Background: an optimization exercise with open tools, aiming at small area. Do not read the settings as production practice. Where RTL was checked, it was by simulation tests only, not by an equivalence proof against the original. No activity file was given, so power comes from the tool's default toggle rates.

==> flow/design.v <==
module uart_rx #(parameter CLK_FREQ = 50000000, parameter BAUD_RATE = 9600)(
    input  wire       clk, rst_n, rx,
    output reg  [7:0] data,
    output wire       done
);
    localparam integer CLKS_PER_BIT = CLK_FREQ / BAUD_RATE;
    localparam integer HALF_BIT = CLKS_PER_BIT / 2;
    reg       rx_sync, rx_reg;
    reg [3:0] state;
    wire      last;
    assign done = (state == 15) && last;
    bit_timer #(.PERIOD(CLKS_PER_BIT), .DELAY(HALF_BIT + 1)) timer (
        .clk(clk), .load(state == 0), .last(last));
    always @(posedge clk) begin
        rx_sync <= rx;
        rx_reg  <= rx_sync;
    end
    always @(posedge clk) begin
        if (state >= 7 && state <= 14 && last) data <= {rx_reg, data[7:1]};
    end
    always @(posedge clk or negedge rst_n) begin
        if (!rst_n) state <= 0;
        else if (state == 0) begin
            if (!rx_reg) state <= 6;
        end else if (last) begin
            if (state == 6 && rx_reg) state <= 0;
            else state <= state + 1;
        end
    end
endmodule
module bit_timer #(parameter integer PERIOD = 50, parameter integer DELAY = 50)(
    input  wire clk,
    input  wire load,
    output wire last
);
    function [5:0] lfsr_at(input integer k);    
        integer i;
        begin
            lfsr_at = 6'd1;
            for (i = 0; i < k; i = i + 1) lfsr_at = {lfsr_at[4:0], lfsr_at[5] ^ lfsr_at[4]};
        end
    endfunction
    generate
        if (PERIOD <= 63 && DELAY <= PERIOD + 1) begin : lfsr
            localparam [5:0] LAST = lfsr_at(PERIOD - 1);
            localparam [5:0] INIT = lfsr_at((PERIOD - DELAY + 63) % 63);
            reg [5:0] cnt;
            assign last = (cnt == LAST);
            always @(posedge clk) begin
                if (load) cnt <= INIT;
                else if (last) cnt <= 6'd1;
                else cnt <= {cnt[4:0], cnt[5] ^ cnt[4]};
            end
        end else begin : binary
            localparam integer W = $clog2(PERIOD + DELAY + 1);
            localparam [W-1:0] LAST = PERIOD - 1;
            localparam [W-1:0] INIT = PERIOD - DELAY;    
            reg [W-1:0] cnt;
            assign last = (cnt == LAST);
            always @(posedge clk) begin
                if (load) cnt <= INIT;
                else if (last) cnt <= 0;
                else cnt <= cnt + 1'b1;
            end
        end
    endgenerate
endmodule
module uart_tx #(parameter CLK_FREQ = 50000000, parameter BAUD_RATE = 9600)(
    input  wire       clk, rst_n,
    output wire       tx,
    input  wire [7:0] data,
    input  wire       start,
    output wire       idle
);
    localparam integer CLKS_PER_BIT = CLK_FREQ / BAUD_RATE;
    reg [3:0] state;
    wire      last;
    bit_timer #(.PERIOD(CLKS_PER_BIT), .DELAY(CLKS_PER_BIT + 1)) timer (
        .clk(clk), .load(start), .last(last));
    assign idle = (state == 0);
    assign tx = state[3] ? data[state[2:0]] : (state != 7);
    always @(posedge clk or negedge rst_n) begin
        if (!rst_n) state <= 0;
        else if (start) state <= 6;
        else if (state != 0 && last) state <= state + 1;
    end
endmodule
module uart_caesar_decoder (
    input  wire       clk,         
    input  wire       rst_n,       
    input  wire       uart_rx,     
    output wire       uart_tx,     
    output wire [3:0] leds         
);
    parameter CLK_FREQ  = 50000000;  
    parameter BAUD_RATE = 1000000;
    wire [7:0] rx_data;
    wire       rx_done;
    wire       tx_idle;
    reg  [7:0] tx_data;
    wire       issue;
    uart_rx #(.CLK_FREQ(CLK_FREQ), .BAUD_RATE(BAUD_RATE)) uart_receiver (
        .clk(clk), .rst_n(rst_n), .rx(uart_rx), .data(rx_data), .done(rx_done));
    uart_tx #(.CLK_FREQ(CLK_FREQ), .BAUD_RATE(BAUD_RATE)) uart_transmitter (
        .clk(clk), .rst_n(rst_n), .tx(uart_tx), .data(tx_data), .start(issue), .idle(tx_idle));
    localparam S_WAIT_SHIFT = 0;
    localparam S_WAIT_MSG   = 1;
    localparam S_DECODE     = 2;
    localparam S_SEND       = 3;
    reg  [1:0] state;
    reg        avail;         
    reg  [7:0] shift;
    reg  [6:0] msg_len;
    reg  [6:0] index;
    reg        overflow_flag;
    reg        active;        
    reg [21:0] blink;
    wire [5:0] phase = blink[5:0];
    wire [5:0] phase_next = {phase[4:0], phase[5] ^ phase[4] ^ (phase[4:0] == 5'd0)};
    always @(posedge clk or negedge rst_n)
        if (!rst_n) blink <= 22'd0;
        else        blink <= {blink[21:6] - (phase == 6'd0), phase_next};
    assign leds = active ? (4'b0001 << ~blink[21:20]) : 4'b0000;
    reg  [511:0] ring;
    wire         slot = (phase == index[5:0]);
    wire [6:0]   index_next = {index[6] | (index[5:0] == 6'b100000),
                               index[4:0], index[5] ^ index[4] ^ (index[4:0] == 5'd0)};
    wire [4:0] low   = rx_data[4:0];
    wire       alpha = (rx_data[7:6] == 2'b01) && (low != 0) && (low <= 26);
    wire [7:0] dec   = alpha ? (rx_data - shift + ((low <= shift) ? 8'd26 : 8'd0)) : rx_data;
    wire is_digit = (rx_data >= "0" && rx_data <= "9");
    wire newline  = (rx_data == 8'h0A);
    wire write = (state == S_WAIT_MSG) && avail && !newline && !index[6] && slot;
    wire take  = ((state == S_WAIT_SHIFT) && avail) ||
                 ((state == S_WAIT_MSG) && avail && (newline || index[6] || slot));
    assign issue = (state == S_SEND) && tx_idle;
    always @(posedge clk)
        ring <= {ring[503:0], write ? dec : ring[511:504]};
    always @(posedge clk or negedge rst_n) begin
        if (!rst_n) begin
            state  <= S_WAIT_SHIFT;
            avail  <= 0;
            active <= 0;
        end else begin
            active <= (state != S_WAIT_SHIFT);
            if (take) avail <= 0;
            else if (rx_done) avail <= 1;
            case (state)
                S_WAIT_SHIFT: if (avail) state <= S_WAIT_MSG;
                S_WAIT_MSG:   if (avail && newline) state <= S_DECODE;
                S_DECODE:     if (overflow_flag || index == msg_len) state <= S_SEND;
                S_SEND:       if (tx_idle && (overflow_flag ? index != 0 : index == msg_len))
                                  state <= S_WAIT_SHIFT;
            endcase
        end
    end
    always @(posedge clk) begin
        if (rx_done && (state == S_DECODE || state == S_SEND || (state == S_WAIT_SHIFT && !avail)))
            shift <= is_digit ? {4'd0, rx_data[3:0]} : rx_data;
        case (state)
            S_WAIT_SHIFT: begin
                index <= 0;
                overflow_flag <= 0;
            end
            S_WAIT_MSG: begin
                if (avail) begin
                    if (newline) begin
                        msg_len <= index;
                        index <= 0;
                    end
                    else if (index[6]) overflow_flag <= 1;
                    else if (slot) index <= index_next;
                end
            end
            S_DECODE: begin
                if (overflow_flag || index == msg_len) index <= 0;
                else index <= index_next;
            end
            S_SEND: begin
                if (tx_idle) begin
                    if (overflow_flag) index <= 1;
                    else if (index != msg_len) index <= index_next;
                end
            end
        endcase
        if (issue) begin
            if (overflow_flag) tx_data <= (index == 0) ? "!" : 8'h0A;
            else if (index == msg_len) tx_data <= 8'h0A;
        end else if (state == S_SEND && !overflow_flag && index != 0 && slot)
            tx_data <= ring[7:0];
    end
endmodule
Settings: LEC_CHECK=0, CAP_MARGIN=0, CORE_MARGIN=2, CORE_UTILIZATION=50, PLACE_DENSITY=0.75, SLEW_MARGIN=0; clock period 20.0 ns.
standard.sh (not shown) runs the stock make flow with config.mk's settings and CLKGATE_MAP_FILE= SYNTH_SCRIPT=/design/flow/synth_recipe.tcl, a recipe that flattens the netlist after the stock synthesis.
==> flow/flow/run.sh <==
#!/bin/bash
# Own layout flow:
#  1. the standard synthesis (unchanged);
#  2. the combinational logic between the registers is mapped again with
#     stronger ABC scripts (several runs in parallel, the smallest netlist
#     that Yosys proves equivalent to the standard one is kept; every
#     register instance stays as the standard synthesis made it);
#  3. the standard layout, with the clock-tree options in flow/cts_args
#     and the settings in flow/extra_env.
# Each tool's output goes to a log_*.log file in the work folder.
set -euo pipefail
W=$(pwd)
F=$W/flow
R=$W/orfs/results/$FLOW_PLATFORM/uart_caesar_decoder/base
PLAT=$FLOW_HOME/platforms/$FLOW_PLATFORM
LIB=$PLAT/lib/sky130_fd_sc_hd__tt_025C_1v80.lib
export CTS_ARGS="-sink_clustering_enable -repair_clock_nets -dont_use_dummy_load"
if [[ -f $F/cts_args ]]; then export CTS_ARGS="$(cat $F/cts_args)"; fi
if [[ -f $F/extra_env ]]; then set -a; source $F/extra_env; set +a; fi

# 1. standard synthesis
bash standard.sh synth > $W/log_1_synth.log 2>&1
cp $R/1_2_yosys.v $W/std_1_2_yosys.v

# 2. re-map the combinational logic
DU=$(sed -n '/DONT_USE_CELLS/,/^$/p' $PLAT/config.mk | grep -o 'sky130_fd_sc_hd__[a-z0-9_]*' | sed 's/^/-dont_use /' | tr '\n' ' ')
mkdir -p $W/resyn
remap() {  # remap NAME ABC_SCRIPT
    yosys -l $W/log_2_resyn_$1.log -p "
read_liberty -ignore_miss_func $LIB
blackbox sky130_fd_sc_hd__df* sky130_fd_sc_hd__edf* sky130_fd_sc_hd__sdf* sky130_fd_sc_hd__dl*
read_verilog $W/std_1_2_yosys.v
hierarchy -top $FLOW_TOP
flatten
opt -purge
abc -liberty $LIB $DU -script $2
opt_clean -purge
hilomap -singleton -hicell sky130_fd_sc_hd__conb_1 HI -locell sky130_fd_sc_hd__conb_1 LO
opt_clean -purge
tee -o $W/resyn/$1.stat stat -liberty $LIB
write_verilog -noattr -nohex -nodec $W/resyn/$1.v
" > /dev/null 2>&1 || true
}
cp $F/resyn.abc $W/resyn/base.abc
remap base $W/resyn/base.abc &
for s in 1 2 3 4 5 6; do
    printf 'strash\n&get -n\n&deepsyn -T %s -o -S %s\n&put\ndch -f\namap -m\ntopo\n' "${DEEPSYN_T:-90}" $s > $W/resyn/ds$s.abc
    remap ds$s $W/resyn/ds$s.abc &
done
wait

# equivalence of a re-mapped netlist with the standard one (registers paired by name)
proven() {
    sed -E 's/\b_([0-9]+)_\b/G_\1_/g' $W/resyn/$1.v > $W/resyn/$1_gate.v
    yosys -l $W/log_2_equiv_$1.log -p "
read_liberty -ignore_miss_func $LIB
read_verilog $W/std_1_2_yosys.v
rename $FLOW_TOP gold
read_verilog $W/resyn/$1_gate.v
rename $FLOW_TOP gate
flatten
async2sync
opt_clean
equiv_make gold gate eq
hierarchy -top eq
equiv_simple -undef
equiv_induct -undef
equiv_status -assert
" > /dev/null 2>&1
}
BEST=""
for n in $(for f in $W/resyn/*.stat; do b=$(basename $f .stat); a=$(grep 'Chip area' $f | awk '{print $NF}'); [[ -n "$a" ]] && echo "$a $b"; done | sort -n | awk '{print $2}'); do
    if proven $n; then BEST=$n; break; fi
done
echo "chosen: ${BEST:-standard}" > $W/resyn/chosen.txt
if [[ -n "$BEST" ]]; then
    cp $W/resyn/$BEST.v $W/resyn_1_2_yosys.v
    cp $W/resyn_1_2_yosys.v $R/1_2_yosys.v
    rm -f $R/1_synth.odb $R/1_synth.sdc
fi

# 3. layout
bash standard.sh finish > $W/log_3_layout.log 2>&1
Other scripts of this flow, unchanged in this note and not shown: flow/flow/cts_args, flow/flow/extra_env, flow/flow/resyn.abc
The starting point ran to the end with no violations.
Rerun with:
--- a/flow/design.v
+++ b/flow/design.v
@@ -31,10 +31,16 @@
 module bit_timer #(parameter integer PERIOD = 50, parameter integer DELAY = 50)(
     input  wire clk,
     input  wire load,
     output wire last
 );
+    function integer bits_for(input integer n);    
+        begin
+            bits_for = 1;
+            while ((1 << bits_for) <= n) bits_for = bits_for + 1;
+        end
+    endfunction
     function [5:0] lfsr_at(input integer k);    
         integer i;
         begin
             lfsr_at = 6'd1;
             for (i = 0; i < k; i = i + 1) lfsr_at = {lfsr_at[4:0], lfsr_at[5] ^ lfsr_at[4]};
@@ -50,11 +56,11 @@
                 if (load) cnt <= INIT;
                 else if (last) cnt <= 6'd1;
                 else cnt <= {cnt[4:0], cnt[5] ^ cnt[4]};
             end
         end else begin : binary
-            localparam integer W = $clog2(PERIOD + DELAY + 1);
+            localparam integer W = bits_for(PERIOD + DELAY);
             localparam [W-1:0] LAST = PERIOD - 1;
             localparam [W-1:0] INIT = PERIOD - DELAY;    
             reg [W-1:0] cnt;
             assign last = (cnt == LAST);
             always @(posedge clk) begin
Effect: The changed run completed with no timing, DRC or antenna violations. Sequential share of layout area is unchanged. Hold slack does not change. Sequential power stays flat. Setup slack does not change. Maximum frequency stays the same. Die area does not change. Final area stays the same. Cell count stays the same. Total power stays the same. Synthesized cell count is unchanged. Clock power is about the same. Critical path depth stays the same.
Only the layout flow was run in the first run of this note; the RTL was not checked for function there.

-- afterwards: timing with drivers on the ports --
No port has a modelled driver above. Below, the same layouts with a new extraction and two added sets of constraints. Step 1 sets driving cells, clkbuf_16 on the clock port and buf_2 on the other inputs (assumed; they add their load-dependent delay and slew). Step 2, shift: input delay + t, output delay - t, t = (earliest + latest rising clock arrival at the registers) / 2. This alone moves slack from input paths to output paths. Three values: ideal, step 1, step 2; two values: the first two.
| run | shift t [ns] | slack for setup (ns) | hold WS [ns] | worst setup path after step 2 | slew at the worst register clock pin (ns) |
|---|---|---|---|---|---|
| the first run | 0.629 | 14.021 / 13.983 / 14.612 | 0.274 / 0.274 / 0.274 | register to output | 0.12 / 0.12 |
| the second run | 0.629 | 14.021 / 13.983 / 14.612 | 0.274 / 0.274 / 0.274 | register to output | 0.12 / 0.12 |
After both steps setup and hold are still met in every run listed.
